This is an optimization exercise on Yosys and OpenROAD, whose aim is small area, a short achievable clock period and few clock cycles, not a production implementation.
At most, simulation tests tie the RTL to the original design; equivalence was not proved.
For run 1, only the layout was checked, not whether the RTL still works.
Power figures rest on the tool's default switching activity, not on a simulated workload.

==> flow/design.v <==
module cg_inv(input wire a, output wire y);
    assign y = ~a;
endmodule
module cg_xor2(input wire a, input wire b, output wire y);
    assign y = a ^ b;
endmodule
module cg_xnor2(input wire a, input wire b, output wire y);
    assign y = ~(a ^ b);
endmodule
module cg_and2(input wire a, input wire b, output wire y);
    assign y = a & b;
endmodule
module cg_nand2(input wire a, input wire b, output wire y);
    assign y = ~(a & b);
endmodule
module cg_nor2(input wire a, input wire b, output wire y);
    assign y = ~(a | b);
endmodule
module cg_nor2b(input wire a, input wire bn, output wire y);   
    assign y = ~(a | ~bn);
endmodule
module cg_a21oi(input wire a1, input wire a2, input wire b1, output wire y);
    assign y = ~((a1 & a2) | b1);
endmodule
module cg_o21ai(input wire a1, input wire a2, input wire b1, output wire y);
    assign y = ~((a1 | a2) & b1);
endmodule
module add32(
    input wire [31:0] a,
    input wire [31:0] b,
    input wire cin,
    output wire [31:0] sum,
    output wire cout,
    output wire [31:0] p,     
    output wire [31:0] g      
);
    cg_xor2 px0(.a(a[0]), .b(b[0]), .y(p[0]));
    cg_and2 gx0(.a(a[0]), .b(b[0]), .y(g[0]));
    cg_xor2 px1(.a(a[1]), .b(b[1]), .y(p[1]));
    cg_and2 gx1(.a(a[1]), .b(b[1]), .y(g[1]));
    cg_xor2 px2(.a(a[2]), .b(b[2]), .y(p[2]));
    cg_and2 gx2(.a(a[2]), .b(b[2]), .y(g[2]));
    cg_xor2 px3(.a(a[3]), .b(b[3]), .y(p[3]));
    cg_and2 gx3(.a(a[3]), .b(b[3]), .y(g[3]));
    cg_xor2 px4(.a(a[4]), .b(b[4]), .y(p[4]));
    cg_and2 gx4(.a(a[4]), .b(b[4]), .y(g[4]));
    cg_xor2 px5(.a(a[5]), .b(b[5]), .y(p[5]));
    cg_and2 gx5(.a(a[5]), .b(b[5]), .y(g[5]));
    cg_xor2 px6(.a(a[6]), .b(b[6]), .y(p[6]));
    cg_and2 gx6(.a(a[6]), .b(b[6]), .y(g[6]));
    cg_xor2 px7(.a(a[7]), .b(b[7]), .y(p[7]));
    cg_and2 gx7(.a(a[7]), .b(b[7]), .y(g[7]));
    cg_xor2 px8(.a(a[8]), .b(b[8]), .y(p[8]));
    cg_and2 gx8(.a(a[8]), .b(b[8]), .y(g[8]));
    cg_xor2 px9(.a(a[9]), .b(b[9]), .y(p[9]));
    cg_and2 gx9(.a(a[9]), .b(b[9]), .y(g[9]));
    cg_xor2 px10(.a(a[10]), .b(b[10]), .y(p[10]));
    cg_and2 gx10(.a(a[10]), .b(b[10]), .y(g[10]));
    cg_xor2 px11(.a(a[11]), .b(b[11]), .y(p[11]));
    cg_and2 gx11(.a(a[11]), .b(b[11]), .y(g[11]));
    cg_xor2 px12(.a(a[12]), .b(b[12]), .y(p[12]));
    cg_and2 gx12(.a(a[12]), .b(b[12]), .y(g[12]));
    cg_xor2 px13(.a(a[13]), .b(b[13]), .y(p[13]));
    cg_and2 gx13(.a(a[13]), .b(b[13]), .y(g[13]));
    cg_xor2 px14(.a(a[14]), .b(b[14]), .y(p[14]));
    cg_and2 gx14(.a(a[14]), .b(b[14]), .y(g[14]));
    cg_xor2 px15(.a(a[15]), .b(b[15]), .y(p[15]));
    cg_and2 gx15(.a(a[15]), .b(b[15]), .y(g[15]));
    cg_xor2 px16(.a(a[16]), .b(b[16]), .y(p[16]));
    cg_and2 gx16(.a(a[16]), .b(b[16]), .y(g[16]));
    cg_xor2 px17(.a(a[17]), .b(b[17]), .y(p[17]));
    cg_and2 gx17(.a(a[17]), .b(b[17]), .y(g[17]));
    cg_xor2 px18(.a(a[18]), .b(b[18]), .y(p[18]));
    cg_and2 gx18(.a(a[18]), .b(b[18]), .y(g[18]));
    cg_xor2 px19(.a(a[19]), .b(b[19]), .y(p[19]));
    cg_and2 gx19(.a(a[19]), .b(b[19]), .y(g[19]));
    cg_xor2 px20(.a(a[20]), .b(b[20]), .y(p[20]));
    cg_and2 gx20(.a(a[20]), .b(b[20]), .y(g[20]));
    cg_xor2 px21(.a(a[21]), .b(b[21]), .y(p[21]));
    cg_and2 gx21(.a(a[21]), .b(b[21]), .y(g[21]));
    cg_xor2 px22(.a(a[22]), .b(b[22]), .y(p[22]));
    cg_and2 gx22(.a(a[22]), .b(b[22]), .y(g[22]));
    cg_xor2 px23(.a(a[23]), .b(b[23]), .y(p[23]));
    cg_and2 gx23(.a(a[23]), .b(b[23]), .y(g[23]));
    cg_xor2 px24(.a(a[24]), .b(b[24]), .y(p[24]));
    cg_and2 gx24(.a(a[24]), .b(b[24]), .y(g[24]));
    cg_xor2 px25(.a(a[25]), .b(b[25]), .y(p[25]));
    cg_and2 gx25(.a(a[25]), .b(b[25]), .y(g[25]));
    cg_xor2 px26(.a(a[26]), .b(b[26]), .y(p[26]));
    cg_and2 gx26(.a(a[26]), .b(b[26]), .y(g[26]));
    cg_xor2 px27(.a(a[27]), .b(b[27]), .y(p[27]));
    cg_and2 gx27(.a(a[27]), .b(b[27]), .y(g[27]));
    cg_xor2 px28(.a(a[28]), .b(b[28]), .y(p[28]));
    cg_and2 gx28(.a(a[28]), .b(b[28]), .y(g[28]));
    cg_xor2 px29(.a(a[29]), .b(b[29]), .y(p[29]));
    cg_and2 gx29(.a(a[29]), .b(b[29]), .y(g[29]));
    cg_xor2 px30(.a(a[30]), .b(b[30]), .y(p[30]));
    cg_and2 gx30(.a(a[30]), .b(b[30]), .y(g[30]));
    cg_xor2 px31(.a(a[31]), .b(b[31]), .y(p[31]));
    cg_and2 gx31(.a(a[31]), .b(b[31]), .y(g[31]));
    wire n1;
    cg_a21oi u1(.a1(p[0]), .a2(cin), .b1(g[0]), .y(n1));
    wire n2;
    cg_a21oi u2(.a1(p[1]), .a2(g[0]), .b1(g[1]), .y(n2));
    wire n3;
    cg_nand2 u3(.a(p[1]), .b(p[0]), .y(n3));
    wire n4;
    cg_a21oi u4(.a1(p[2]), .a2(g[1]), .b1(g[2]), .y(n4));
    wire n5;
    cg_nand2 u5(.a(p[2]), .b(p[1]), .y(n5));
    wire n6;
    cg_a21oi u6(.a1(p[3]), .a2(g[2]), .b1(g[3]), .y(n6));
    wire n7;
    cg_nand2 u7(.a(p[3]), .b(p[2]), .y(n7));
    wire n8;
    cg_a21oi u8(.a1(p[4]), .a2(g[3]), .b1(g[4]), .y(n8));
    wire n9;
    cg_nand2 u9(.a(p[4]), .b(p[3]), .y(n9));
    wire n10;
    cg_a21oi u10(.a1(p[5]), .a2(g[4]), .b1(g[5]), .y(n10));
    wire n11;
    cg_nand2 u11(.a(p[5]), .b(p[4]), .y(n11));
    wire n12;
    cg_a21oi u12(.a1(p[6]), .a2(g[5]), .b1(g[6]), .y(n12));
    wire n13;
    cg_nand2 u13(.a(p[6]), .b(p[5]), .y(n13));
    wire n14;
    cg_a21oi u14(.a1(p[7]), .a2(g[6]), .b1(g[7]), .y(n14));
    wire n15;
    cg_nand2 u15(.a(p[7]), .b(p[6]), .y(n15));
    wire n16;
    cg_a21oi u16(.a1(p[8]), .a2(g[7]), .b1(g[8]), .y(n16));
    wire n17;
    cg_nand2 u17(.a(p[8]), .b(p[7]), .y(n17));
    wire n18;
    cg_a21oi u18(.a1(p[9]), .a2(g[8]), .b1(g[9]), .y(n18));
    wire n19;
    cg_nand2 u19(.a(p[9]), .b(p[8]), .y(n19));
    wire n20;
    cg_a21oi u20(.a1(p[10]), .a2(g[9]), .b1(g[10]), .y(n20));
    wire n21;
    cg_nand2 u21(.a(p[10]), .b(p[9]), .y(n21));
    wire n22;
    cg_a21oi u22(.a1(p[11]), .a2(g[10]), .b1(g[11]), .y(n22));
    wire n23;
    cg_nand2 u23(.a(p[11]), .b(p[10]), .y(n23));
    wire n24;
    cg_a21oi u24(.a1(p[12]), .a2(g[11]), .b1(g[12]), .y(n24));
    wire n25;
    cg_nand2 u25(.a(p[12]), .b(p[11]), .y(n25));
    wire n26;
    cg_a21oi u26(.a1(p[13]), .a2(g[12]), .b1(g[13]), .y(n26));
    wire n27;
    cg_nand2 u27(.a(p[13]), .b(p[12]), .y(n27));
    wire n28;
    cg_a21oi u28(.a1(p[14]), .a2(g[13]), .b1(g[14]), .y(n28));
    wire n29;
    cg_nand2 u29(.a(p[14]), .b(p[13]), .y(n29));
    wire n30;
    cg_a21oi u30(.a1(p[15]), .a2(g[14]), .b1(g[15]), .y(n30));
    wire n31;
    cg_nand2 u31(.a(p[15]), .b(p[14]), .y(n31));
    wire n32;
    cg_a21oi u32(.a1(p[16]), .a2(g[15]), .b1(g[16]), .y(n32));
    wire n33;
    cg_nand2 u33(.a(p[16]), .b(p[15]), .y(n33));
    wire n34;
    cg_a21oi u34(.a1(p[17]), .a2(g[16]), .b1(g[17]), .y(n34));
    wire n35;
    cg_nand2 u35(.a(p[17]), .b(p[16]), .y(n35));
    wire n36;
    cg_a21oi u36(.a1(p[18]), .a2(g[17]), .b1(g[18]), .y(n36));
    wire n37;
    cg_nand2 u37(.a(p[18]), .b(p[17]), .y(n37));
    wire n38;
    cg_a21oi u38(.a1(p[19]), .a2(g[18]), .b1(g[19]), .y(n38));
    wire n39;
    cg_nand2 u39(.a(p[19]), .b(p[18]), .y(n39));
    wire n40;
    cg_a21oi u40(.a1(p[20]), .a2(g[19]), .b1(g[20]), .y(n40));
    wire n41;
    cg_nand2 u41(.a(p[20]), .b(p[19]), .y(n41));
    wire n42;
    cg_a21oi u42(.a1(p[21]), .a2(g[20]), .b1(g[21]), .y(n42));
    wire n43;
    cg_nand2 u43(.a(p[21]), .b(p[20]), .y(n43));
    wire n44;
    cg_a21oi u44(.a1(p[22]), .a2(g[21]), .b1(g[22]), .y(n44));
    wire n45;
    cg_nand2 u45(.a(p[22]), .b(p[21]), .y(n45));
    wire n46;
    cg_a21oi u46(.a1(p[23]), .a2(g[22]), .b1(g[23]), .y(n46));
    wire n47;
    cg_nand2 u47(.a(p[23]), .b(p[22]), .y(n47));
    wire n48;
    cg_a21oi u48(.a1(p[24]), .a2(g[23]), .b1(g[24]), .y(n48));
    wire n49;
    cg_nand2 u49(.a(p[24]), .b(p[23]), .y(n49));
    wire n50;
    cg_a21oi u50(.a1(p[25]), .a2(g[24]), .b1(g[25]), .y(n50));
    wire n51;
    cg_nand2 u51(.a(p[25]), .b(p[24]), .y(n51));
    wire n52;
    cg_a21oi u52(.a1(p[26]), .a2(g[25]), .b1(g[26]), .y(n52));
    wire n53;
    cg_nand2 u53(.a(p[26]), .b(p[25]), .y(n53));
    wire n54;
    cg_a21oi u54(.a1(p[27]), .a2(g[26]), .b1(g[27]), .y(n54));
    wire n55;
    cg_nand2 u55(.a(p[27]), .b(p[26]), .y(n55));
    wire n56;
    cg_a21oi u56(.a1(p[28]), .a2(g[27]), .b1(g[28]), .y(n56));
    wire n57;
    cg_nand2 u57(.a(p[28]), .b(p[27]), .y(n57));
    wire n58;
    cg_a21oi u58(.a1(p[29]), .a2(g[28]), .b1(g[29]), .y(n58));
    wire n59;
    cg_nand2 u59(.a(p[29]), .b(p[28]), .y(n59));
    wire n60;
    cg_a21oi u60(.a1(p[30]), .a2(g[29]), .b1(g[30]), .y(n60));
    wire n61;
    cg_nand2 u61(.a(p[30]), .b(p[29]), .y(n61));
    wire n62;
    cg_a21oi u62(.a1(p[31]), .a2(g[30]), .b1(g[31]), .y(n62));
    wire n63;
    cg_nand2 u63(.a(p[31]), .b(p[30]), .y(n63));
    wire n64;
    cg_inv u64(.a(cin), .y(n64));
    wire n65;
    cg_o21ai u65(.a1(n3), .a2(n64), .b1(n2), .y(n65));
    wire n66;
    cg_o21ai u66(.a1(n5), .a2(n1), .b1(n4), .y(n66));
    wire n67;
    cg_o21ai u67(.a1(n7), .a2(n2), .b1(n6), .y(n67));
    wire n68;
    cg_nor2 u68(.a(n7), .b(n3), .y(n68));
    wire n69;
    cg_o21ai u69(.a1(n9), .a2(n4), .b1(n8), .y(n69));
    wire n70;
    cg_nor2 u70(.a(n9), .b(n5), .y(n70));
    wire n71;
    cg_o21ai u71(.a1(n11), .a2(n6), .b1(n10), .y(n71));
    wire n72;
    cg_nor2 u72(.a(n11), .b(n7), .y(n72));
    wire n73;
    cg_o21ai u73(.a1(n13), .a2(n8), .b1(n12), .y(n73));
    wire n74;
    cg_nor2 u74(.a(n13), .b(n9), .y(n74));
    wire n75;
    cg_o21ai u75(.a1(n15), .a2(n10), .b1(n14), .y(n75));
    wire n76;
    cg_nor2 u76(.a(n15), .b(n11), .y(n76));
    wire n77;
    cg_o21ai u77(.a1(n17), .a2(n12), .b1(n16), .y(n77));
    wire n78;
    cg_nor2 u78(.a(n17), .b(n13), .y(n78));
    wire n79;
    cg_o21ai u79(.a1(n19), .a2(n14), .b1(n18), .y(n79));
    wire n80;
    cg_nor2 u80(.a(n19), .b(n15), .y(n80));
    wire n81;
    cg_o21ai u81(.a1(n21), .a2(n16), .b1(n20), .y(n81));
    wire n82;
    cg_nor2 u82(.a(n21), .b(n17), .y(n82));
    wire n83;
    cg_o21ai u83(.a1(n23), .a2(n18), .b1(n22), .y(n83));
    wire n84;
    cg_nor2 u84(.a(n23), .b(n19), .y(n84));
    wire n85;
    cg_o21ai u85(.a1(n25), .a2(n20), .b1(n24), .y(n85));
    wire n86;
    cg_nor2 u86(.a(n25), .b(n21), .y(n86));
    wire n87;
    cg_o21ai u87(.a1(n27), .a2(n22), .b1(n26), .y(n87));
    wire n88;
    cg_nor2 u88(.a(n27), .b(n23), .y(n88));
    wire n89;
    cg_o21ai u89(.a1(n29), .a2(n24), .b1(n28), .y(n89));
    wire n90;
    cg_nor2 u90(.a(n29), .b(n25), .y(n90));
    wire n91;
    cg_o21ai u91(.a1(n31), .a2(n26), .b1(n30), .y(n91));
    wire n92;
    cg_nor2 u92(.a(n31), .b(n27), .y(n92));
    wire n93;
    cg_o21ai u93(.a1(n33), .a2(n28), .b1(n32), .y(n93));
    wire n94;
    cg_nor2 u94(.a(n33), .b(n29), .y(n94));
    wire n95;
    cg_o21ai u95(.a1(n35), .a2(n30), .b1(n34), .y(n95));
    wire n96;
    cg_nor2 u96(.a(n35), .b(n31), .y(n96));
    wire n97;
    cg_o21ai u97(.a1(n37), .a2(n32), .b1(n36), .y(n97));
    wire n98;
    cg_nor2 u98(.a(n37), .b(n33), .y(n98));
    wire n99;
    cg_o21ai u99(.a1(n39), .a2(n34), .b1(n38), .y(n99));
    wire n100;
    cg_nor2 u100(.a(n39), .b(n35), .y(n100));
    wire n101;
    cg_o21ai u101(.a1(n41), .a2(n36), .b1(n40), .y(n101));
    wire n102;
    cg_nor2 u102(.a(n41), .b(n37), .y(n102));
    wire n103;
    cg_o21ai u103(.a1(n43), .a2(n38), .b1(n42), .y(n103));
    wire n104;
    cg_nor2 u104(.a(n43), .b(n39), .y(n104));
    wire n105;
    cg_o21ai u105(.a1(n45), .a2(n40), .b1(n44), .y(n105));
    wire n106;
    cg_nor2 u106(.a(n45), .b(n41), .y(n106));
    wire n107;
    cg_o21ai u107(.a1(n47), .a2(n42), .b1(n46), .y(n107));
    wire n108;
    cg_nor2 u108(.a(n47), .b(n43), .y(n108));
    wire n109;
    cg_o21ai u109(.a1(n49), .a2(n44), .b1(n48), .y(n109));
    wire n110;
    cg_nor2 u110(.a(n49), .b(n45), .y(n110));
    wire n111;
    cg_o21ai u111(.a1(n51), .a2(n46), .b1(n50), .y(n111));
    wire n112;
    cg_nor2 u112(.a(n51), .b(n47), .y(n112));
    wire n113;
    cg_o21ai u113(.a1(n53), .a2(n48), .b1(n52), .y(n113));
    wire n114;
    cg_nor2 u114(.a(n53), .b(n49), .y(n114));
    wire n115;
    cg_o21ai u115(.a1(n55), .a2(n50), .b1(n54), .y(n115));
    wire n116;
    cg_nor2 u116(.a(n55), .b(n51), .y(n116));
    wire n117;
    cg_o21ai u117(.a1(n57), .a2(n52), .b1(n56), .y(n117));
    wire n118;
    cg_nor2 u118(.a(n57), .b(n53), .y(n118));
    wire n119;
    cg_o21ai u119(.a1(n59), .a2(n54), .b1(n58), .y(n119));
    wire n120;
    cg_nor2 u120(.a(n59), .b(n55), .y(n120));
    wire n121;
    cg_o21ai u121(.a1(n61), .a2(n56), .b1(n60), .y(n121));
    wire n122;
    cg_nor2 u122(.a(n61), .b(n57), .y(n122));
    wire n123;
    cg_o21ai u123(.a1(n63), .a2(n58), .b1(n62), .y(n123));
    wire n124;
    cg_nor2 u124(.a(n63), .b(n59), .y(n124));
    wire n125;
    cg_a21oi u125(.a1(n68), .a2(cin), .b1(n67), .y(n125));
    wire n126;
    cg_inv u126(.a(n1), .y(n126));
    wire n127;
    cg_a21oi u127(.a1(n70), .a2(n126), .b1(n69), .y(n127));
    wire n128;
    cg_a21oi u128(.a1(n72), .a2(n65), .b1(n71), .y(n128));
    wire n129;
    cg_a21oi u129(.a1(n74), .a2(n66), .b1(n73), .y(n129));
    wire n130;
    cg_a21oi u130(.a1(n76), .a2(n67), .b1(n75), .y(n130));
    wire n131;
    cg_nand2 u131(.a(n76), .b(n68), .y(n131));
    wire n132;
    cg_a21oi u132(.a1(n78), .a2(n69), .b1(n77), .y(n132));
    wire n133;
    cg_nand2 u133(.a(n78), .b(n70), .y(n133));
    wire n134;
    cg_a21oi u134(.a1(n80), .a2(n71), .b1(n79), .y(n134));
    wire n135;
    cg_nand2 u135(.a(n80), .b(n72), .y(n135));
    wire n136;
    cg_a21oi u136(.a1(n82), .a2(n73), .b1(n81), .y(n136));
    wire n137;
    cg_nand2 u137(.a(n82), .b(n74), .y(n137));
    wire n138;
    cg_a21oi u138(.a1(n84), .a2(n75), .b1(n83), .y(n138));
    wire n139;
    cg_nand2 u139(.a(n84), .b(n76), .y(n139));
    wire n140;
    cg_a21oi u140(.a1(n86), .a2(n77), .b1(n85), .y(n140));
    wire n141;
    cg_nand2 u141(.a(n86), .b(n78), .y(n141));
    wire n142;
    cg_a21oi u142(.a1(n88), .a2(n79), .b1(n87), .y(n142));
    wire n143;
    cg_nand2 u143(.a(n88), .b(n80), .y(n143));
    wire n144;
    cg_a21oi u144(.a1(n90), .a2(n81), .b1(n89), .y(n144));
    wire n145;
    cg_nand2 u145(.a(n90), .b(n82), .y(n145));
    wire n146;
    cg_a21oi u146(.a1(n92), .a2(n83), .b1(n91), .y(n146));
    wire n147;
    cg_nand2 u147(.a(n92), .b(n84), .y(n147));
    wire n148;
    cg_a21oi u148(.a1(n94), .a2(n85), .b1(n93), .y(n148));
    wire n149;
    cg_nand2 u149(.a(n94), .b(n86), .y(n149));
    wire n150;
    cg_a21oi u150(.a1(n96), .a2(n87), .b1(n95), .y(n150));
    wire n151;
    cg_nand2 u151(.a(n96), .b(n88), .y(n151));
    wire n152;
    cg_a21oi u152(.a1(n98), .a2(n89), .b1(n97), .y(n152));
    wire n153;
    cg_nand2 u153(.a(n98), .b(n90), .y(n153));
    wire n154;
    cg_a21oi u154(.a1(n100), .a2(n91), .b1(n99), .y(n154));
    wire n155;
    cg_nand2 u155(.a(n100), .b(n92), .y(n155));
    wire n156;
    cg_a21oi u156(.a1(n102), .a2(n93), .b1(n101), .y(n156));
    wire n157;
    cg_nand2 u157(.a(n102), .b(n94), .y(n157));
    wire n158;
    cg_a21oi u158(.a1(n104), .a2(n95), .b1(n103), .y(n158));
    wire n159;
    cg_nand2 u159(.a(n104), .b(n96), .y(n159));
    wire n160;
    cg_a21oi u160(.a1(n106), .a2(n97), .b1(n105), .y(n160));
    wire n161;
    cg_nand2 u161(.a(n106), .b(n98), .y(n161));
    wire n162;
    cg_a21oi u162(.a1(n108), .a2(n99), .b1(n107), .y(n162));
    wire n163;
    cg_nand2 u163(.a(n108), .b(n100), .y(n163));
    wire n164;
    cg_a21oi u164(.a1(n110), .a2(n101), .b1(n109), .y(n164));
    wire n165;
    cg_nand2 u165(.a(n110), .b(n102), .y(n165));
    wire n166;
    cg_a21oi u166(.a1(n112), .a2(n103), .b1(n111), .y(n166));
    wire n167;
    cg_nand2 u167(.a(n112), .b(n104), .y(n167));
    wire n168;
    cg_a21oi u168(.a1(n114), .a2(n105), .b1(n113), .y(n168));
    wire n169;
    cg_nand2 u169(.a(n114), .b(n106), .y(n169));
    wire n170;
    cg_a21oi u170(.a1(n116), .a2(n107), .b1(n115), .y(n170));
    wire n171;
    cg_nand2 u171(.a(n116), .b(n108), .y(n171));
    wire n172;
    cg_a21oi u172(.a1(n118), .a2(n109), .b1(n117), .y(n172));
    wire n173;
    cg_nand2 u173(.a(n118), .b(n110), .y(n173));
    wire n174;
    cg_a21oi u174(.a1(n120), .a2(n111), .b1(n119), .y(n174));
    wire n175;
    cg_nand2 u175(.a(n120), .b(n112), .y(n175));
    wire n176;
    cg_a21oi u176(.a1(n122), .a2(n113), .b1(n121), .y(n176));
    wire n177;
    cg_nand2 u177(.a(n122), .b(n114), .y(n177));
    wire n178;
    cg_a21oi u178(.a1(n124), .a2(n115), .b1(n123), .y(n178));
    wire n179;
    cg_nand2 u179(.a(n124), .b(n116), .y(n179));
    wire n180;
    cg_o21ai u180(.a1(n131), .a2(n64), .b1(n130), .y(n180));
    wire n181;
    cg_o21ai u181(.a1(n133), .a2(n1), .b1(n132), .y(n181));
    wire n182;
    cg_inv u182(.a(n65), .y(n182));
    wire n183;
    cg_o21ai u183(.a1(n135), .a2(n182), .b1(n134), .y(n183));
    wire n184;
    cg_inv u184(.a(n66), .y(n184));
    wire n185;
    cg_o21ai u185(.a1(n137), .a2(n184), .b1(n136), .y(n185));
    wire n186;
    cg_o21ai u186(.a1(n139), .a2(n125), .b1(n138), .y(n186));
    wire n187;
    cg_o21ai u187(.a1(n141), .a2(n127), .b1(n140), .y(n187));
    wire n188;
    cg_o21ai u188(.a1(n143), .a2(n128), .b1(n142), .y(n188));
    wire n189;
    cg_o21ai u189(.a1(n145), .a2(n129), .b1(n144), .y(n189));
    wire n190;
    cg_o21ai u190(.a1(n147), .a2(n130), .b1(n146), .y(n190));
    wire n191;
    cg_nor2 u191(.a(n147), .b(n131), .y(n191));
    wire n192;
    cg_o21ai u192(.a1(n149), .a2(n132), .b1(n148), .y(n192));
    wire n193;
    cg_nor2 u193(.a(n149), .b(n133), .y(n193));
    wire n194;
    cg_o21ai u194(.a1(n151), .a2(n134), .b1(n150), .y(n194));
    wire n195;
    cg_nor2 u195(.a(n151), .b(n135), .y(n195));
    wire n196;
    cg_o21ai u196(.a1(n153), .a2(n136), .b1(n152), .y(n196));
    wire n197;
    cg_nor2 u197(.a(n153), .b(n137), .y(n197));
    wire n198;
    cg_o21ai u198(.a1(n155), .a2(n138), .b1(n154), .y(n198));
    wire n199;
    cg_nor2 u199(.a(n155), .b(n139), .y(n199));
    wire n200;
    cg_o21ai u200(.a1(n157), .a2(n140), .b1(n156), .y(n200));
    wire n201;
    cg_nor2 u201(.a(n157), .b(n141), .y(n201));
    wire n202;
    cg_o21ai u202(.a1(n159), .a2(n142), .b1(n158), .y(n202));
    wire n203;
    cg_nor2 u203(.a(n159), .b(n143), .y(n203));
    wire n204;
    cg_o21ai u204(.a1(n161), .a2(n144), .b1(n160), .y(n204));
    wire n205;
    cg_nor2 u205(.a(n161), .b(n145), .y(n205));
    wire n206;
    cg_o21ai u206(.a1(n163), .a2(n146), .b1(n162), .y(n206));
    wire n207;
    cg_nor2 u207(.a(n163), .b(n147), .y(n207));
    wire n208;
    cg_o21ai u208(.a1(n165), .a2(n148), .b1(n164), .y(n208));
    wire n209;
    cg_nor2 u209(.a(n165), .b(n149), .y(n209));
    wire n210;
    cg_o21ai u210(.a1(n167), .a2(n150), .b1(n166), .y(n210));
    wire n211;
    cg_nor2 u211(.a(n167), .b(n151), .y(n211));
    wire n212;
    cg_o21ai u212(.a1(n169), .a2(n152), .b1(n168), .y(n212));
    wire n213;
    cg_nor2 u213(.a(n169), .b(n153), .y(n213));
    wire n214;
    cg_o21ai u214(.a1(n171), .a2(n154), .b1(n170), .y(n214));
    wire n215;
    cg_nor2 u215(.a(n171), .b(n155), .y(n215));
    wire n216;
    cg_o21ai u216(.a1(n173), .a2(n156), .b1(n172), .y(n216));
    wire n217;
    cg_nor2 u217(.a(n173), .b(n157), .y(n217));
    wire n218;
    cg_o21ai u218(.a1(n175), .a2(n158), .b1(n174), .y(n218));
    wire n219;
    cg_nor2 u219(.a(n175), .b(n159), .y(n219));
    wire n220;
    cg_o21ai u220(.a1(n177), .a2(n160), .b1(n176), .y(n220));
    wire n221;
    cg_nor2 u221(.a(n177), .b(n161), .y(n221));
    wire n222;
    cg_o21ai u222(.a1(n179), .a2(n162), .b1(n178), .y(n222));
    wire n223;
    cg_nor2 u223(.a(n179), .b(n163), .y(n223));
    wire n224;
    cg_a21oi u224(.a1(n191), .a2(cin), .b1(n190), .y(n224));
    wire n225;
    cg_a21oi u225(.a1(n193), .a2(n126), .b1(n192), .y(n225));
    wire n226;
    cg_a21oi u226(.a1(n195), .a2(n65), .b1(n194), .y(n226));
    wire n227;
    cg_a21oi u227(.a1(n197), .a2(n66), .b1(n196), .y(n227));
    wire n228;
    cg_inv u228(.a(n125), .y(n228));
    wire n229;
    cg_a21oi u229(.a1(n199), .a2(n228), .b1(n198), .y(n229));
    wire n230;
    cg_inv u230(.a(n127), .y(n230));
    wire n231;
    cg_a21oi u231(.a1(n201), .a2(n230), .b1(n200), .y(n231));
    wire n232;
    cg_inv u232(.a(n128), .y(n232));
    wire n233;
    cg_a21oi u233(.a1(n203), .a2(n232), .b1(n202), .y(n233));
    wire n234;
    cg_inv u234(.a(n129), .y(n234));
    wire n235;
    cg_a21oi u235(.a1(n205), .a2(n234), .b1(n204), .y(n235));
    wire n236;
    cg_a21oi u236(.a1(n207), .a2(n180), .b1(n206), .y(n236));
    wire n237;
    cg_a21oi u237(.a1(n209), .a2(n181), .b1(n208), .y(n237));
    wire n238;
    cg_a21oi u238(.a1(n211), .a2(n183), .b1(n210), .y(n238));
    wire n239;
    cg_a21oi u239(.a1(n213), .a2(n185), .b1(n212), .y(n239));
    wire n240;
    cg_a21oi u240(.a1(n215), .a2(n186), .b1(n214), .y(n240));
    wire n241;
    cg_a21oi u241(.a1(n217), .a2(n187), .b1(n216), .y(n241));
    wire n242;
    cg_a21oi u242(.a1(n219), .a2(n188), .b1(n218), .y(n242));
    wire n243;
    cg_a21oi u243(.a1(n221), .a2(n189), .b1(n220), .y(n243));
    wire n244;
    cg_a21oi u244(.a1(n223), .a2(n190), .b1(n222), .y(n244));
    wire n245;
    cg_nand2 u245(.a(n223), .b(n191), .y(n245));
    wire n246;
    cg_o21ai u246(.a1(n245), .a2(n64), .b1(n244), .y(n246));
    cg_xor2 sx0(.a(p[0]), .b(cin), .y(sum[0]));
    cg_xnor2 sx1(.a(p[1]), .b(n1), .y(sum[1]));
    cg_xor2 sx2(.a(p[2]), .b(n65), .y(sum[2]));
    cg_xor2 sx3(.a(p[3]), .b(n66), .y(sum[3]));
    cg_xnor2 sx4(.a(p[4]), .b(n125), .y(sum[4]));
    cg_xnor2 sx5(.a(p[5]), .b(n127), .y(sum[5]));
    cg_xnor2 sx6(.a(p[6]), .b(n128), .y(sum[6]));
    cg_xnor2 sx7(.a(p[7]), .b(n129), .y(sum[7]));
    cg_xor2 sx8(.a(p[8]), .b(n180), .y(sum[8]));
    cg_xor2 sx9(.a(p[9]), .b(n181), .y(sum[9]));
    cg_xor2 sx10(.a(p[10]), .b(n183), .y(sum[10]));
    cg_xor2 sx11(.a(p[11]), .b(n185), .y(sum[11]));
    cg_xor2 sx12(.a(p[12]), .b(n186), .y(sum[12]));
    cg_xor2 sx13(.a(p[13]), .b(n187), .y(sum[13]));
    cg_xor2 sx14(.a(p[14]), .b(n188), .y(sum[14]));
    cg_xor2 sx15(.a(p[15]), .b(n189), .y(sum[15]));
    cg_xnor2 sx16(.a(p[16]), .b(n224), .y(sum[16]));
    cg_xnor2 sx17(.a(p[17]), .b(n225), .y(sum[17]));
    cg_xnor2 sx18(.a(p[18]), .b(n226), .y(sum[18]));
    cg_xnor2 sx19(.a(p[19]), .b(n227), .y(sum[19]));
    cg_xnor2 sx20(.a(p[20]), .b(n229), .y(sum[20]));
    cg_xnor2 sx21(.a(p[21]), .b(n231), .y(sum[21]));
    cg_xnor2 sx22(.a(p[22]), .b(n233), .y(sum[22]));
    cg_xnor2 sx23(.a(p[23]), .b(n235), .y(sum[23]));
    cg_xnor2 sx24(.a(p[24]), .b(n236), .y(sum[24]));
    cg_xnor2 sx25(.a(p[25]), .b(n237), .y(sum[25]));
    cg_xnor2 sx26(.a(p[26]), .b(n238), .y(sum[26]));
    cg_xnor2 sx27(.a(p[27]), .b(n239), .y(sum[27]));
    cg_xnor2 sx28(.a(p[28]), .b(n240), .y(sum[28]));
    cg_xnor2 sx29(.a(p[29]), .b(n241), .y(sum[29]));
    cg_xnor2 sx30(.a(p[30]), .b(n242), .y(sum[30]));
    cg_xnor2 sx31(.a(p[31]), .b(n243), .y(sum[31]));
    assign cout = n246;
endmodule
module sh_mux2i(input wire s, input wire a1, input wire a0, output wire y);
    assign y = ~(s ? a1 : a0);
endmodule
module sh_right32(
    input wire [31:0] a,
    input wire left,
    input wire fill,         
    input wire [4:0] amt,
    output wire [31:0] y
);
    wire [31:0] st [0:5];
    genvar i, k;
    generate
        for (i = 0; i < 32; i = i + 1) begin : in_
            sh_mux2i m(.s(left), .a1(a[31 - i]), .a0(a[i]), .y(st[0][i]));
        end
        for (k = 0; k < 5; k = k + 1) begin : stage
            wire f = (k % 2 == 0) ? ~fill : fill;
            for (i = 0; i < 32; i = i + 1) begin : b_
                if (i + (1 << k) < 32) begin : m
                    sh_mux2i m(.s(amt[k]), .a1(st[k][i + (1 << k)]), .a0(st[k][i]), .y(st[k+1][i]));
                end else begin : e
                    sh_mux2i m(.s(amt[k]), .a1(f), .a0(st[k][i]), .y(st[k+1][i]));
                end
            end
        end
    endgenerate
    assign y = st[5];
endmodule
module ex_alu(
    input wire [(32-1):0] a,
    input wire [(32-1):0] b,
    input wire sub,           
    input wire arith,         
    input wire left,          
    output wire [(32-1):0] sum,
    output wire [(32-1):0] x,      
    output wire [(32-1):0] n,      
    output wire [(32-1):0] shl,
    output wire [(32-1):0] shr,
    output wire lt_s,         
    output wire lt_u          
);
    wire cout;
    add32 add(.a(a), .b(b), .cin(sub), .sum(sum), .cout(cout), .p(x), .g(n));
    assign lt_u = ~cout;
    assign lt_s = (a[31] ^ b[31]) ? sum[31] : a[31];
    wire [31:0] sh_out;
    sh_right32 sh(.a(a), .left(left), .fill(arith & ~left & a[31]), .amt(b[4:0]), .y(sh_out));
    reg [31:0] sh_rev;
    integer i;
    always @(*) begin
        for (i = 0; i < 32; i = i + 1) sh_rev[i] = sh_out[31 - i];
    end
    assign shl = sh_rev;
    assign shr = sh_out;
endmodule
module br_group(input wire [3:0] a, input wire [3:0] b, output wire lt, output wire eq);
    assign eq = (a == b);
    assign lt = (a < b);
endmodule
module br_pre(
    input wire [(32-1):0] a,
    input wire [(32-1):0] b,
    output wire [7:0] lt,      
    output wire [7:0] eq,      
    output wire lt7s           
);
    genvar k;
    generate for (k = 0; k < 8; k = k + 1) begin : g
        br_group u(.a(a[4*k+3:4*k]), .b(b[4*k+3:4*k]), .lt(lt[k]), .eq(eq[k]));
    end endgenerate
    br_group us(.a({~a[31], a[30:28]}), .b({~b[31], b[30:28]}), .lt(lt7s), .eq());
endmodule
module br_merge(
    input wire [7:0] lt,
    input wire [7:0] eq,
    input wire lt7s,
    output wire eq_all,
    output wire lt_u,
    output wire lt_s
);
    wire l10 = lt[1] | (eq[1] & lt[0]);
    wire e10 = eq[1] & eq[0];
    wire l32 = lt[3] | (eq[3] & lt[2]);
    wire e32 = eq[3] & eq[2];
    wire l54 = lt[5] | (eq[5] & lt[4]);
    wire e54 = eq[5] & eq[4];
    wire l30 = l32 | (e32 & l10);
    wire e30 = e32 & e10;
    wire l64 = lt[6] | (eq[6] & l54);
    wire e64 = eq[6] & e54;
    wire l60 = l64 | (e64 & l30);
    wire e60 = e64 & e30;
    assign eq_all = eq[7] & e60;
    assign lt_u = lt[7] | (eq[7] & l60);
    assign lt_s = lt7s | (eq[7] & l60);
endmodule
module wb_ao22n(input wire a1, input wire a2, input wire b1, input wire b2, output wire y);
    assign y = ~((a1 & a2) | (b1 & b2));
endmodule
module wb_nand5(input wire [4:0] a, output wire y);
    assign y = ~&a;
endmodule
module ex_mem(
    input wire [9:0] s,
    input wire [32*10-1:0] d,    
    output wire [31:0] y
);
    genvar b, k;
    generate for (b = 0; b < 32; b = b + 1) begin : bit_
        wire [4:0] t;
        for (k = 0; k < 5; k = k + 1) begin : pair
            wb_ao22n u(.a1(s[2*k]), .a2(d[32*(2*k) + b]), .b1(s[2*k+1]), .b2(d[32*(2*k+1) + b]), .y(t[k]));
        end
        wb_nand5 o(.a(t), .y(y[b]));
    end endgenerate
endmodule
module rf_aoi222(input wire a1, a2, b1, b2, c1, c2, output wire y);
    assign y = ~((a1 & a2) | (b1 & b2) | (c1 & c2));
endmodule
module rf_nand2(input wire a, b, output wire y);
    assign y = ~(a & b);
endmodule
module rf_or11n(input wire [10:0] a, output wire y);
    assign y = ~&a;
endmodule
module rf_wmux(input wire s, sn, a, b, output wire y);
    assign y = (s & a) | (sn & b);
endmodule
module rf_read(input wire [31:1] sel, input wire [32*31-1:0] q, output wire [31:0] y);
    genvar b, g;
    generate for (b = 0; b < 32; b = b + 1) begin : bit_
        wire [10:0] t;
        for (g = 0; g < 10; g = g + 1) begin : grp
            rf_aoi222 u(.a1(sel[3*g+1]), .a2(q[32*(3*g+0) + b]),
                        .b1(sel[3*g+2]), .b2(q[32*(3*g+1) + b]),
                        .c1(sel[3*g+3]), .c2(q[32*(3*g+2) + b]),
                        .y(t[g]));
        end
        rf_nand2 u31(.a(sel[31]), .b(q[32*30 + b]), .y(t[10]));
        rf_or11n o(.a(t), .y(y[b]));
    end endgenerate
endmodule
module registers(
    input wire clk,
    input wire [4:0] rs1_addr,
    input wire [4:0] rs2_addr,
    input wire [4:0] rd_addr,
    input wire [(32-1):0] rd_data,
    input wire rd_en,
    output wire [(32-1):0] rs1_out,
    output wire [(32-1):0] rs2_out
);
    reg [32*31-1:0] q;      
    wire [32*31-1:0] d;
    wire [31:1] sel1, sel2, we;
    genvar i, b;
    generate for (i = 1; i < 32; i = i + 1) begin : reg_
        assign sel1[i] = (rs1_addr == i);
        assign sel2[i] = (rs2_addr == i);
        assign we[i] = rd_en & (rd_addr == i);
        for (b = 0; b < 32; b = b + 1) begin : bit_
            rf_wmux m(.s(we[i]), .sn(~we[i]), .a(rd_data[b]), .b(q[32*(i-1) + b]), .y(d[32*(i-1) + b]));
        end
    end endgenerate
    always @(posedge clk)
        q <= d;
    rf_read p1(.sel(sel1), .q(q), .y(rs1_out));
    rf_read p2(.sel(sel2), .q(q), .y(rs2_out));
endmodule
module inst_fetch #(parameter W = 8) (
    input wire jump,           
    input wire c_beq, c_bne, c_blt, c_bge, c_bltu, c_bgeu,   
    input wire eq, lt_s, lt_u,
    input wire [W-1:0] target,
    input wire [W-1:0] seq,
    output wire [W-1:0] pc
);
    wire taken = jump |
                 (eq ? c_beq : c_bne) |
                 (lt_s ? c_blt : c_bge) |
                 (lt_u ? c_bltu : c_bgeu);
    assign pc = taken ? target : seq;
endmodule
module cpu_pipeline(
    input wire clk,
    input wire rst_n,
    output wire ibus_req,
    output wire [(32-1):0] ibus_addr,
    input wire [(32-1):0] ibus_rdata,
    input wire ibus_ready,
    output wire dbus_req,
    output wire dbus_we,
    output wire [(32-1):0] dbus_addr,
    output wire [(32-1):0] dbus_wdata,
    output wire [1:0] dbus_size,
    input wire [(32-1):0] dbus_rdata,
    input wire dbus_ready
);
    reg ex_valid;
    reg [31:0] ex_rs1;
    reg [31:0] ex_b;     
    reg ex_sub;
    reg [31:0] ex_imm;
    reg [4:0] ex_rd;
    reg [2:0] ex_f3;
    reg ex_f7;           
    reg ex_wr;           
    reg ex_lui, ex_auipc, ex_jal, ex_jalr, ex_br, ex_ld, ex_st, ex_opimm, ex_op;
    reg [7:0] ex_clt, ex_ceq;   
    reg ex_clt7s;
    reg ex_base_pc;      
    reg ex_base_rs;      
    reg [31:2] fetch_q;
    wire [31:2] seq_pc = fetch_q + {29'd0, ex_valid};
    wire [31:0] wb_data;
    wire [31:2] fetch_pc;
    wire ex_mem = ex_ld | ex_st;
    wire replay = ex_valid & ex_mem & ~dbus_ready;
    wire accept = ibus_ready & ~replay;
    assign ibus_addr = {fetch_pc, 2'b00};
    assign ibus_req = ~replay;
    always @(posedge clk or negedge rst_n) begin
        if (!rst_n)
            fetch_q <= 30'd0;
        else if (!replay)
            fetch_q <= fetch_pc;
    end
    wire [31:0] inst = ibus_rdata;
    wire [6:0] opc = inst[6:0];
    wire d_lui   = (opc == 7'b0110111);
    wire d_auipc = (opc == 7'b0010111);
    wire d_jal   = (opc == 7'b1101111);
    wire d_jalr  = (opc == 7'b1100111);
    wire d_br    = (opc == 7'b1100011);
    wire d_ld    = (opc == 7'b0000011);
    wire d_st    = (opc == 7'b0100011);
    wire d_opimm = (opc == 7'b0010011);
    wire d_op    = (opc == 7'b0110011);
    wire d_wr = (d_lui | d_auipc | d_jal | d_jalr | d_ld | d_opimm | d_op) & (inst[11:7] != 5'd0);
    wire d_sub = ((d_op | d_opimm) & (inst[14:13] == 2'b01)) |
                 (d_op & inst[30] & (inst[14:12] == 3'b000));
    wire [31:0] imm_i = {{20{inst[31]}}, inst[31:20]};
    wire [31:0] imm_s = {{20{inst[31]}}, inst[31:25], inst[11:7]};
    wire [31:0] imm_b = {{19{inst[31]}}, inst[31], inst[7], inst[30:25], inst[11:8], 1'b0};
    wire [31:0] imm_j = {{11{inst[31]}}, inst[31], inst[19:12], inst[20], inst[30:21], 1'b0};
    wire [31:0] imm_u = {inst[31:12], 12'd0};
    wire [31:0] imm = d_st ? imm_s :
                      d_br ? imm_b :
                      d_jal ? imm_j :
                      (d_lui | d_auipc) ? imm_u : imm_i;
    wire [4:0] rs1 = inst[19:15];
    wire [4:0] rs2 = inst[24:20];
    wire [31:0] rf_rs1, rf_rs2;
    wire wb_en = ex_valid & ex_wr;
    registers registers(
        .clk(clk),
        .rs1_addr(rs1),
        .rs2_addr(rs2),
        .rd_addr(ex_rd),
        .rd_data(wb_data),
        .rd_en(wb_en & ~replay),
        .rs1_out(rf_rs1),
        .rs2_out(rf_rs2)
    );
    wire fwd1 = wb_en & (ex_rd == rs1);
    wire fwd2 = wb_en & (ex_rd == rs2);
    wire [31:0] rs1v = fwd1 ? wb_data : rf_rs1;
    wire [31:0] rs2v = fwd2 ? wb_data : rf_rs2;
    wire [7:0] d_clt, d_ceq;
    wire d_clt7s;
    br_pre br_pre(.a(rs1v), .b(rs2v), .lt(d_clt), .eq(d_ceq), .lt7s(d_clt7s));
    always @(posedge clk or negedge rst_n) begin
        if (!rst_n)
            ex_valid <= 1'b0;
        else
            ex_valid <= accept;
    end
    always @(posedge clk) begin
        ex_rs1 <= rs1v;
        ex_b <= {32{d_sub}} ^ (d_opimm ? imm_i : rs2v);
        ex_sub <= d_sub;
        ex_imm <= imm;
        ex_rd <= inst[11:7];
        ex_f3 <= inst[14:12];
        ex_f7 <= inst[30];
        ex_wr <= d_wr;
        ex_lui <= d_lui;
        ex_auipc <= d_auipc;
        ex_jal <= d_jal;
        ex_jalr <= d_jalr;
        ex_br <= d_br;
        ex_ld <= d_ld;
        ex_st <= d_st;
        ex_opimm <= d_opimm;
        ex_op <= d_op;
        ex_clt <= d_clt;
        ex_ceq <= d_ceq;
        ex_clt7s <= d_clt7s;
        ex_base_pc <= d_br | d_jal | d_auipc;
        ex_base_rs <= d_ld | d_st | d_jalr;
    end
    wire [31:0] sum, x, n, shl, shr;
    wire alu_lts, alu_ltu;
    ex_alu alu(
        .a(ex_rs1),
        .b(ex_b),
        .sub(ex_sub),
        .arith(ex_f7),
        .left(ex_f3 == 3'b001),
        .sum(sum),
        .x(x),
        .n(n),
        .shl(shl),
        .shr(shr),
        .lt_s(alu_lts),
        .lt_u(alu_ltu)
    );
    wire [31:0] base = ({32{ex_base_pc}} & {fetch_q, 2'b00}) | ({32{ex_base_rs}} & ex_rs1);
    wire [31:0] agu;
    add32 agu_add(.a(base), .b(ex_imm), .cin(1'b0), .sum(agu), .cout(), .p(), .g());
    wire eq, lt_u, lt_s;
    br_merge br_merge(
        .lt(ex_clt),
        .eq(ex_ceq),
        .lt7s(ex_clt7s),
        .eq_all(eq),
        .lt_u(lt_u),
        .lt_s(lt_s)
    );
    wire exb = ex_valid & ex_br;
    wire c_beq  = exb & (ex_f3 == 3'b000);
    wire c_bne  = exb & (ex_f3 == 3'b001);
    wire c_blt  = exb & (ex_f3 == 3'b100);
    wire c_bge  = exb & (ex_f3 == 3'b101);
    wire c_bltu = exb & (ex_f3 == 3'b110);
    wire c_bgeu = exb & (ex_f3 == 3'b111);
    wire jump = ex_valid & (ex_jal | ex_jalr);
    genvar gs;
    generate for (gs = 0; gs < 4; gs = gs + 1) begin : fsel
        localparam integer LO = 2 + 8 * gs;
        localparam integer W = (gs == 3) ? 6 : 8;
        inst_fetch #(.W(W)) f(
            .jump(jump),
            .c_beq(c_beq), .c_bne(c_bne), .c_blt(c_blt), .c_bge(c_bge),
            .c_bltu(c_bltu), .c_bgeu(c_bgeu),
            .eq(eq), .lt_s(lt_s), .lt_u(lt_u),
            .target(agu[LO+W-1:LO]),
            .seq(seq_pc[LO+W-1:LO]),
            .pc(fetch_pc[LO+W-1:LO])
        );
    end endgenerate
    wire [31:0] ld_data;
    assign ld_data[7:0] = dbus_rdata[7:0];
    assign ld_data[15:8] = (ex_f3 == 3'b000) ? {8{dbus_rdata[7]}} : dbus_rdata[15:8];
    assign ld_data[31:16] = (ex_f3 == 3'b000) ? {16{dbus_rdata[7]}} :
                            (ex_f3 == 3'b001) ? {16{dbus_rdata[15]}} : dbus_rdata[31:16];
    wire ex_alu_op = ex_opimm | ex_op;
    wire s_sum  = ex_alu_op & (ex_f3 == 3'b000);
    wire s_sll  = ex_alu_op & (ex_f3 == 3'b001);
    wire s_slt  = ex_alu_op & (ex_f3 == 3'b010);
    wire s_sltu = ex_alu_op & (ex_f3 == 3'b011);
    wire s_sr   = ex_alu_op & (ex_f3 == 3'b101);
    wire s_x    = ex_alu_op & ((ex_f3 == 3'b100) | (ex_f3 == 3'b110));   
    wire s_n    = ex_alu_op & ((ex_f3 == 3'b110) | (ex_f3 == 3'b111));   
    wire s_link = ex_jal | ex_jalr;
    ex_mem result(
        .s({ex_lui, s_link, ex_auipc, s_slt | s_sltu, ex_ld, s_n, s_sr, s_sll, s_x, s_sum}),
        .d({ex_imm, {seq_pc, 2'b00}, agu, {31'd0, (s_slt & alu_lts) | (s_sltu & alu_ltu)},
            ld_data, n, shr, shl, x, sum}),
        .y(wb_data)
    );
    assign dbus_req = ex_valid & ex_mem;
    assign dbus_we = ex_st;
    assign dbus_addr = agu;
    assign dbus_wdata = ex_b;
    assign dbus_size = {~ex_f3[1] & ex_f3[0], ~ex_f3[1] & ~ex_f3[0]};
endmodule
==> flow/flow/run.sh <==
#!/bin/bash
# Layout flow: the standard flow (standard.sh), with every input and
# output port buffered by buf_2 cells instead of the buffer cell that
# buffer_ports picks by default. Its full output goes to standard.log.
set -e
export BUFFER_PORTS_ARGS="-buffer_cell sky130_fd_sc_hd__buf_2"
bash standard.sh > standard.log 2>&1
==> flow/standard.sh <==
#!/bin/bash
# synth_recipe.tcl (not shown) runs the flow's synth.tcl, then flattens the netlist and writes it again
# the make line also repeats each setting of config.mk as NAME=value (left out here)
make -C /OpenROAD-flow-scripts/flow DESIGN_CONFIG=/design/flow/config.mk WORK_HOME=/design/flow/orfs CLKGATE_MAP_FILE= SYNTH_SCRIPT=/design/flow/synth_recipe.tcl "${@:-finish}"
==> flow/config.mk <==
export PLATFORM = sky130hd
export DESIGN_NAME = cpu_pipeline
export DESIGN_NICKNAME = cpu_pipeline
export VERILOG_FILES = /design/flow/design.v
export SDC_FILE = /design/flow/constraint.sdc
export NUM_CORES = 8
export LEC_CHECK = 0
export CAP_MARGIN = 30
export CORE_MARGIN = 2
export CORE_UTILIZATION = 40
export CTS_CLUSTER_DIAMETER = 120
export CTS_CLUSTER_SIZE = 22
export SETUP_SLACK_MARGIN = 3.0
export SLEW_MARGIN = 20
export SYNTH_HIERARCHICAL = 1
export SYNTH_MINIMUM_KEEP_SIZE = 0
==> flow/constraint.sdc <==
create_clock -name core_clock -period 8.0 [get_ports {clk}]
set_input_delay 1.6000 -clock core_clock [delete_from_list [all_inputs] [get_ports {clk}]]
set_output_delay 1.6000 -clock core_clock [all_outputs]
set_load 0.01 [all_outputs]
==> results_dict.tcl, run 1 <==
set metrics [dict create \
    ys_warn_count 10 \
    p_leak_nw 23.9 \
    netlist_instances 5244 \
    top_layer "met5" \
    hold_violations 0 \
    grt_max_degree 35 \
    final-instance-count-excl-fill 7509 \
    setup_viol_count_final 0 \
    slew_headroom_pct 26.7 \
    wl_met1_um 109000 \
    clk_path_buf_depth 3 \
    tightest_slew_ps 1100 \
    power_density_nw_per_um2 165 \
    holdWs_ps 503 \
    num_rows 136 \
    root_buffer "clkbuf_16" \
    crit_type "reg -> out" \
    post-place-ws_ps 1810 \
    dp_hpwl_um 193000 \
    grt_pass1_vias 52000 \
    antenna_found_initial 71 \
    die-area_um2 141000 \
    drive_gt1_share_pct 21.9 \
    grt_overflow 0 \
    io_buffers 166 \
    layout_setup_ws_ps 2860 \
    wl_met3_um 47000 \
    met2WireLength_um 125000 \
    syn2layout_area_growth_pct 17.0 \
    grt_pass1_wl_um 417000 \
    finalCritPeriodShare_pct 64.3 \
    worstSetupEndpointType "output port" \
    drv_cap 0 \
    path_clk_slew_ps 100 \
    clk_latency_ps 770 \
    cp_max_fo 15 \
    cts_tree "built" \
    core-area_um2 137000 \
    die_h_um 376 \
    grt_usage_pct 40.8 \
    ir_worst_vdd_mv 0.262 \
    start_util_pct 40.3 \
    via_per_inst 7.71 \
    critPathArrivalTime_ps 3540 \
    hold_path_class "reg -> reg" \
    start_kind "register" \
    fin_skew_ps 51.6 \
    drc 0 \
    cts_max_level 2 \
    fin_nets 5776 \
    syn-cell-area_um2 55400 \
    cts_hold_buf 0 \
    globalplace.congestion 1.06 \
    io_pins 169 \
    placed_cells 7324 \
    drtIter0Drc 14300 \
    wl_per_cell_um 40.9 \
    cts_sinks 1158 \
    drt_wl_total_um 307000 \
    tns_ps 0 \
    vias 57900 \
    syn_avg_cell_area_um2 10.6 \
    dr.pass1.iters 17 \
    min_period_ps 5140 \
    fmax_mhz 195 \
    final_antenna_net_count 0 \
    cp.required_ps 6400 \
    numCtsBuffers 59 \
    slew_violations 0 \
    status "finished clean" \
    rrSetupSlack_ps 3090 \
    die_width_um 376 \
    rsz0062_at_grt "true" \
]
[layer usage]
| layer | global-route usage (%) | up-vias |
|---|---|---|
| met4 | 27.2 | 56 |
| met5 | 0.206 | - |
| met2 | 59.0 | 5299 |
| met3 | 15.8 | 1338 |
| met1 | 50.1 | 28200 |
| li1 | - | 23000 |
[power breakdown]
group,internal (mW),switching (mW),leakage (nW)
Clock,1.34,2.04,0.773
Sequential,5.88,0.202,9.54
Combinational,0.427,0.808,13.5
Total,7.65,3.05,23.9
[flip-flops by register name (all words and copies together), names as in the netlist, 3 cells and up]
register	cells
fetch_q	30
ex_ceq	8
registers.q	992
ex_imm	32
ex_f3	3
ex_rd	5
ex_clt	8
ex_rs1	32
ex_b	32
[worst max-delay path, cell delays in order (launching register included)]
cell and delay (ps):
dfxtp_4 410, buf_12 170, a22o_4 270, xor2_2 180
buf_4 170, a21oi_4 210, o21ai_4 130, a21oi_4 260
o21ai_4 110, buf_12 140, xor2_4 200, mux2_2 340
buf_2 160
[path summary, 6_finish.rpt]
kind | from | endpoint | depth (start not counted)
max | ex_base_pc | ibus_addr[15] | 12
min | registers.q[416] | registers.q[416] | 1
max reg2reg | ex_f3[0] | ex_clt[1] | 17
min reg2reg | registers.q[416] | registers.q[416] | 1
max in group asynchronous | rst_n | fetch_q[29] | 2
min in group asynchronous | rst_n | fetch_q[11] | 1
[cell usage in the layout, fill, tap and decap left out, types with 19 or more instances in the layout]
cell       instances
mux2_2            28
xor2_4            29
conb_1            40
diode_2           37
nor2_1           104
nand2_1          283
dfxtp_2           36
o21ai_0           28
a31oi_1           28
inv_1             79
buf_4            227
clkbuf_16         61
nand4_1          145
and2_1            73
a21oi_1           58
dfrtp_1           30
nand3_2           33
o21ai_1          104
nand2_2           21
a21o_1            20
mux2i_1          197
buf_2            167
a21oi_4           21
nand3_1           96
a222oi_1         644
a21oi_2          141
or3_1             69
nor2_4           101
dfxtp_1         1088
xor2_1            82
nor2_2            20
a22o_1          1000
mux2_1            54
a22oi_2          160
and3_1            31
ha_1              38
xnor2_2           19
xnor2_1           56
[layout make-up]
| class | count | area (um^2) |
|---|---|---|
| fill | 12700 | 72600 |
| timing repair buffer | 428 | 3270 |
| inverter | 87 | 347 |
| tap | 1794 | 2240 |
| timing repair inverter | 1 | 5.00 |
| clock buffer | 63 | 1490 |
| clock inverter | 6 | 88.8 |
| antenna | 37 | 92.6 |
| sequential | 1158 | 23400 |
| multi-input combinational | 3935 | 33900 |
[timing repair]
action | 4_1_cts | 5_1_grt
cloned | 6 | 3
pin swaps | 16 | 28
endpoints found under the setup margin | 924 | 62
setup buffers | 29 | 40
resized for setup | 186 | 144
[through the flow]
stage	util, %	power [mW]	cell area [um^2]
finish	47.2	10.7	64800
global route	47.1	10.9	64800
CTS	46.2	10.5	63600
detailed placement	44.2	7.27	60700
global placement	43.8	7.26	60200
floorplan	-	6.75	55700
==> run 2, diff against run 1 <==
--- a/flow/design.v
+++ b/flow/design.v
@@ -724,22 +724,2 @@
 endmodule
-module wb_ao22n(input wire a1, input wire a2, input wire b1, input wire b2, output wire y);
-    assign y = ~((a1 & a2) | (b1 & b2));
-endmodule
-module wb_nand5(input wire [4:0] a, output wire y);
-    assign y = ~&a;
-endmodule
-module ex_mem(
-    input wire [9:0] s,
-    input wire [32*10-1:0] d,    
-    output wire [31:0] y
-);
-    genvar b, k;
-    generate for (b = 0; b < 32; b = b + 1) begin : bit_
-        wire [4:0] t;
-        for (k = 0; k < 5; k = k + 1) begin : pair
-            wb_ao22n u(.a1(s[2*k]), .a2(d[32*(2*k) + b]), .b1(s[2*k+1]), .b2(d[32*(2*k+1) + b]), .y(t[k]));
-        end
-        wb_nand5 o(.a(t), .y(y[b]));
-    end endgenerate
-endmodule
 module rf_aoi222(input wire a1, a2, b1, b2, c1, c2, output wire y);
@@ -993,8 +973,12 @@
     wire s_link = ex_jal | ex_jalr;
-    ex_mem result(
-        .s({ex_lui, s_link, ex_auipc, s_slt | s_sltu, ex_ld, s_n, s_sr, s_sll, s_x, s_sum}),
-        .d({ex_imm, {seq_pc, 2'b00}, agu, {31'd0, (s_slt & alu_lts) | (s_sltu & alu_ltu)},
-            ld_data, n, shr, shl, x, sum}),
-        .y(wb_data)
-    );
+    assign wb_data = ({32{s_sum}} & sum) |
+                     ({32{s_sll}} & shl) |
+                     ({32{s_sr}} & shr) |
+                     ({32{s_x}} & x) |
+                     ({32{s_n}} & n) |
+                     {31'd0, (s_slt & alu_lts) | (s_sltu & alu_ltu)} |
+                     ({32{ex_ld}} & ld_data) |
+                     ({32{s_link}} & {seq_pc, 2'b00}) |
+                     ({32{ex_lui}} & ex_imm) |
+                     ({32{ex_auipc}} & agu);
     assign dbus_req = ex_valid & ex_mem;
==> flow/flow/run.sh (replaced) <==
#!/bin/bash
# Layout flow: the standard flow (standard.sh), with every input and
# output port buffered by buf_4 cells instead of the buffer cell that
# buffer_ports picks by default. Its full output goes to standard.log.
set -e
export BUFFER_PORTS_ARGS="-buffer_cell sky130_fd_sc_hd__buf_4"
bash standard.sh > standard.log 2>&1
--- a/flow/config.mk
+++ b/flow/config.mk
@@ -9,5 +9,3 @@
 export CORE_MARGIN = 2
-export CORE_UTILIZATION = 40
-export CTS_CLUSTER_DIAMETER = 120
-export CTS_CLUSTER_SIZE = 22
+export CORE_UTILIZATION = 50
 export SETUP_SLACK_MARGIN = 3.0
==> results_dict.tcl, run 2 <==
set metrics [dict create \
    globalplace.congestion 1.06 \
    ys_warn_count 10 \
    via_per_inst 8.01 \
    p_sw_share_pct 26.4 \
    syn-cell-area_um2 55000 \
    root_buffer "clkbuf_16" \
    fin_skew_ps 68.3 \
    status "finished clean" \
    crit_type "reg -> out" \
    pwr-share-comb_pct 9.6 \
    wl_met3_um 45600 \
    finalCritPeriodShare_pct 63.3 \
    tightest_slew_ps 1010 \
    drv_cap 0 \
    cts_max_level 3 \
    post-place-ws_ps 2280 \
    rsz0062_at_grt "true" \
    grt_usage_pct 49.1 \
    io_buffers 166 \
    met2WireLength_um 117000 \
    fin_nets 5743 \
    die_width_um 336 \
    grt_overflow 0 \
    grt_pass1_wl_um 401000 \
    core-area_um2 109000 \
    setup_viol_count_final 0 \
    p_sw_mw 3.55 \
    hold_violations 0 \
    final_common_cell "dfxtp_1" \
    path_clk_slew_ps 60 \
    drive_gt1_share_pct 21.8 \
    min_period_ps 5060 \
    drt_wl_total_um 291000 \
    ir_worst_vdd_mv 0.266 \
    finalPower_mw 13.4 \
    fmax_mhz 197 \
    syn2layout_area_growth_pct 21.4 \
    drtIter0Drc 14200 \
    placed_cells 6883 \
    num_rows 121 \
    slew_headroom_pct 32.8 \
    largest_reg_flops 992 \
    wl_per_cell_um 40.6 \
    cp_max_fo 16 \
    power_frac_seq_pct 45.6 \
    syn_avg_cell_area_um2 10.5 \
    vias 57500 \
    critPathArrivalTime_ps 3460 \
    clk_latency_ps 760 \
    die_h_um 336 \
    power_density_nw_per_um2 201 \
    grt_max_degree 45 \
    io_pins 169 \
    top_layer "met5" \
    dp_hpwl_um 192000 \
    top_register "registers.q" \
    start_kind "register" \
    final-instance-count-excl-fill 7176 \
    clk_path_buf_depth 3 \
    cp.required_ps 6400 \
    numCtsBuffers 119 \
    dr.pass1.iters 15 \
    clkPwrFrac_pct 44.9 \
    p_leak_nw 24.9 \
    antenna_found_initial 40 \
    cts_sinks 1158 \
    drc 0 \
    final_antenna_net_count 0 \
    path_cells "buf_12 > a22o_1 > xor2_2 > nand2_2 > o21ai_2 > a21oi_2 > o21ai_4 > a21oi_4 > xnor2_2 > mux2_4 > buf_4" \
    slowest_delay_ps 420 \
    die-area_um2 113000 \
    cts_tree "built" \
    final_cell_mix "1092 x dfxtp_1, 1011 x a22o_1, 668 x a222oi_1" \
    crit_path_top_delay_cell "dfxtp_4" \
    layout_setup_ws_ps 2940 \
    tns_ps 0 \
    wl_met1_um 104000 \
    cts_hold_buf 0 \
    grt_pass1_vias 52200 \
    worstSetupEndpointType "output port" \
    hold_path_class "reg -> reg" \
    internal-power_mw 9.86 \
    netlist_instances 5243 \
    start_util_pct 50.5 \
    slew_violations 0 \
]
==> run 2: cell type report <==
type | instances | area (um^2)
inverter | 100 | 379
clock buffer | 181 | 3560
multi-input combinational | 3857 | 33000
clock inverter | 44 | 657
tap | 1414 | 1770
sequential | 1158 | 23400
timing repair buffer | 400 | 4020
timing repair inverter | 1 | 5.00
antenna | 21 | 52.6
fill | 9098 | 42200
==> run 2: timing repair <==
| item | in CTS | in global routing |
|---|---|---|
| endpoints found under the setup margin | 155 | 57 |
| buffers inserted | 13 | 26 |
| gates cloned | 3 | 5 |
| hold endpoints to repair | 0 | 0 |
| gates resized for setup | 145 | 188 |
| pin swaps | 10 | 40 |
==> run 2: path summary, 6_finish.rpt <==
check / from / endpoint / slack (ps) / cells after the start
worst max register to register: ex_f3[1] / ex_clt[1] / 2990 / 18
worst min-delay path: registers.q[225] / registers.q[225] / 500 / 1
worst max-delay path: ex_base_rs / ibus_addr[30] / 2940 / 11
worst min register to register: registers.q[225] / registers.q[225] / 500 / 1
min in group asynchronous: rst_n / fetch_q[9] / 820 / 1
max in group asynchronous: rst_n / fetch_q[22] / 6720 / 1
==> run 2: power groups by stage <==
stage,registers [mW],logic [mW],clock network (mW)
finish,6.11,1.28,6.02
global placement,6.20,1.11,0
CTS,6.08,1.17,6.00
global route,6.11,1.30,6.23
floorplan,6.11,0.634,0
detailed placement,6.20,1.13,0
==> run 2: critical path, delay by kind of cell (launching register included) <==
family	cells	cell delay, ps
AOI/OAI and AO/OA	5	930
xor gates and xnor gates	2	510
buffers and inverters	2	340
DFF	1	420
muxes	1	340
and+or+nand+nor	1	160
==> run 2: metrics by stage <==
step / utilization, % / hold slack [ps] / cell area (um^2)
floorplan: - / 460 / 55100
global placement: 54.3 / 473 / 59100
detailed placement: 55.4 / 478 / 60300
CTS: 60.1 / 497 / 65500
global route: 61.2 / 507 / 66700
finish: 61.3 / 496 / 66800
==> run 2: per-layer routing <==
layer / GRT usage [%] / up-vias
li1: - / 23000
met2: 69.3 / 5277
met5: 0 / -
met3: 19.9 / 1215
met4: 33.7 / 32
met1: 60.9 / 28000
Testbench counts of run 2, summed over its fixed seeds: cycles 77,558.
==> run 3, diff against run 2 <==
--- a/flow/config.mk
+++ b/flow/config.mk
@@ -9,3 +9,3 @@
 export CORE_MARGIN = 2
-export CORE_UTILIZATION = 50
+export CORE_UTILIZATION = 40
 export SETUP_SLACK_MARGIN = 3.0
==> results_dict.tcl, run 3 <==
set metrics [dict create \
    die-area_um2 141000 \
    globalplace.congestion 1.07 \
    num_rows 136 \
    final_common_cell "dfxtp_1" \
    grt_overflow 0 \
    r2r-start "ex_f3[1]" \
    via_per_inst 7.53 \
    r2r-end "ex_clt[1]" \
    vias 57000 \
    netlist_instances 5243 \
    worstSetupEndpoint "ex_clt[0]" \
    cp_max_fo 32 \
    hold_path_class "reg -> reg" \
    clk_path_buf_depth 3 \
    largest_reg_flops 992 \
    status "finished clean" \
    core-area_um2 137000 \
    clk_latency_ps 810 \
    slew_violations 0 \
    drc 0 \
    fin_nets 5775 \
    fin_skew_ps 42.0 \
    drtIter0Drc 13700 \
    grt_max_degree 46 \
    numCtsBuffers 131 \
    cts_sinks 1158 \
    place_area_um2 60500 \
    rrSetupSlack_ps 2980 \
    start_util_pct 40.2 \
    cp.required_ps 8730 \
    cts_hold_buf 0 \
    rsz0062_at_grt "true" \
    p_leak_nw 24.9 \
    cts_tree "built" \
    io_pins 169 \
    path_clk_slew_ps 60 \
    grt_pass1_wl_um 411000 \
    setup_viol_count_final 0 \
    die_h_um 375 \
    tightest_slew_ps 1270 \
    drive_gt1_share_pct 22.3 \
    root_buffer "clkbuf_16" \
    final_antenna_net_count 0 \
    fmax_mhz 197 \
    hold_violations 0 \
    drv_cap 0 \
    crit_start "ibus_rdata[24]" \
    wl_per_cell_um 39.6 \
    drt_wl_total_um 300000 \
    ys_warn_count 10 \
    dr.pass1.iters 14 \
    grt_pass1_vias 52100 \
    worst_r2r_path_depth 17 \
    power_density_nw_per_um2 203 \
    syn-cell-area_um2 55000 \
    layout_setup_ws_ps 2930 \
    final_area_um2 67100 \
    worstSetupEndpointType "register" \
    top_register "registers.q" \
    cts_max_level 4 \
    min_period_ps 5070 \
    critPathArrivalTime_ps 5800 \
    ir_worst_vdd_mv 0.228 \
    syn2layout_area_growth_pct 21.9 \
    dp_hpwl_um 197000 \
    final_cell_mix "1092 x dfxtp_1, 1019 x a22o_1, 668 x a222oi_1" \
    crit_type "in -> reg" \
    die_width_um 375 \
    post-place-ws_ps 2320 \
    io_buffers 166 \
    grt_usage_pct 40.5 \
    start_kind "primary input" \
    tns_ps 0 \
    syn_avg_cell_area_um2 10.5 \
    finalCritPeriodShare_pct 63.4 \
    slew_headroom_pct 15.5 \
    antenna_found_initial 39 \
]
[run 3: cell count changes in the layout (fill, tap and decap cells not counted), moves of 7 or more]
cell	previous run	this run
buf_16	37	17
nor2_2	42	31
a22o_1	1011	1019
buf_4	330	373
clkbuf_16	125	136
clkbuf_1	30	23
nor2_4	82	90
a22o_4	14	7
[run 3: worst min path at each step]
stage / startpoint / endpoint / cells past startpoint
6_report: registers.q[990] / registers.q[990] / 1
5_1_grt: registers.q[538] / registers.q[538] / 1
4_1_cts: registers.q[527] / registers.q[527] / 1
3_5_place_dp: registers.q[685] / registers.q[685] / 1
3_3_place_gp: registers.q[505] / registers.q[505] / 1
2_1_floorplan: registers.q[0] / registers.q[0] / 1
[run 3: through the flow]
step / util, % / power, mW / hold slack [ps] / instances
6_report: 49.0 / 13.6 / 496 / 7575
5_1_grt: 48.9 / 13.9 / 508 / 7558
4_1_cts: 48.1 / 13.5 / 496 / 7527
3_5_place_dp: 44.1 / 7.35 / 475 / 7271
3_3_place_gp: 43.7 / 7.34 / 473 / 7243
2_1_floorplan: - / 6.75 / 460 / 5249
[run 3: area by class of cell]
type / count / area [um^2]
antenna: 17 / 42.5
clock buffer: 185 / 3840
clock inverter: 43 / 617
fill: 12500 / 69900
inverter: 100 / 379
multi-input combinational: 3856 / 32800
sequential: 1158 / 23400
tap: 1794 / 2240
timing repair buffer: 421 / 3740
timing repair inverter: 1 / 5.00
[run 3: repair_timing]
item,CTS,global route
pin swaps,15,23
setup endpoints to repair,257,126
resized for setup,149,165
gates cloned,4,1
buffers inserted,24,29
[run 3: routing by layer]
| metal | vias to the layer above | wire [um] | global-route usage, % |
|---|---|---|---|
| li1 | 23000 | - | - |
| met1 | 28000 | 110000 | 50.4 |
| met2 | 4907 | 124000 | 58.8 |
| met3 | 1021 | 42300 | 14.9 |
| met4 | 26 | 23000 | 25.7 |
| met5 | - | 184 | 0 |
[run 3: worst max-delay path, cell delays in order]
cell and delay [ps]:
buf_4 220, nand2b_1 710, nor2_4 60, buf_4 340
a222oi_1 570, nand4_1 730, or3_1 610, mux2_2 310
inv_1 70, ha_1 240, a21oi_1 170, o21a_1 130
[run 3: report_power, final]
part	leakage, nW	switching (mW)	internal (mW)	total (mW)
combinational	13.2	0.808	0.473	1.28
clock	2.18	2.62	3.63	6.25
sequential	9.52	0.222	5.89	6.11
total	24.9	3.65	10.0	13.6

==> what the ideal ports hide <==
No port has a modelled driver above. Below, the same layouts with a new extraction and two added sets of constraints. Step 1 assumes that a clkbuf_16 drives the clock port and a buf_2 every other input. Step 2 moves the port delays by t, midway between the first and last clock arrival at a register: inputs arrive t later, outputs are due t later. That takes back most of the time a late clock gives input paths. Three values: ideal, step 1, step 2; two values: the first two.
run | t (ns) | slack for setup (ns) | clock arrival spread, ns
run 1 | 0.832 | 2.859 / 2.771 / 2.183 | 0.051 / 0.052
run 2 | 0.806 | 2.936 / 2.857 / 2.277 | 0.069 / 0.069
run 3 | 0.862 | 2.928 / 2.873 / 2.011 | 0.042 / 0.042
After both steps every run listed still meets setup and hold. For run 3, which loses most, drivers alone change the setup slack by -0.055 ns; drivers and shift together by -0.917 ns.
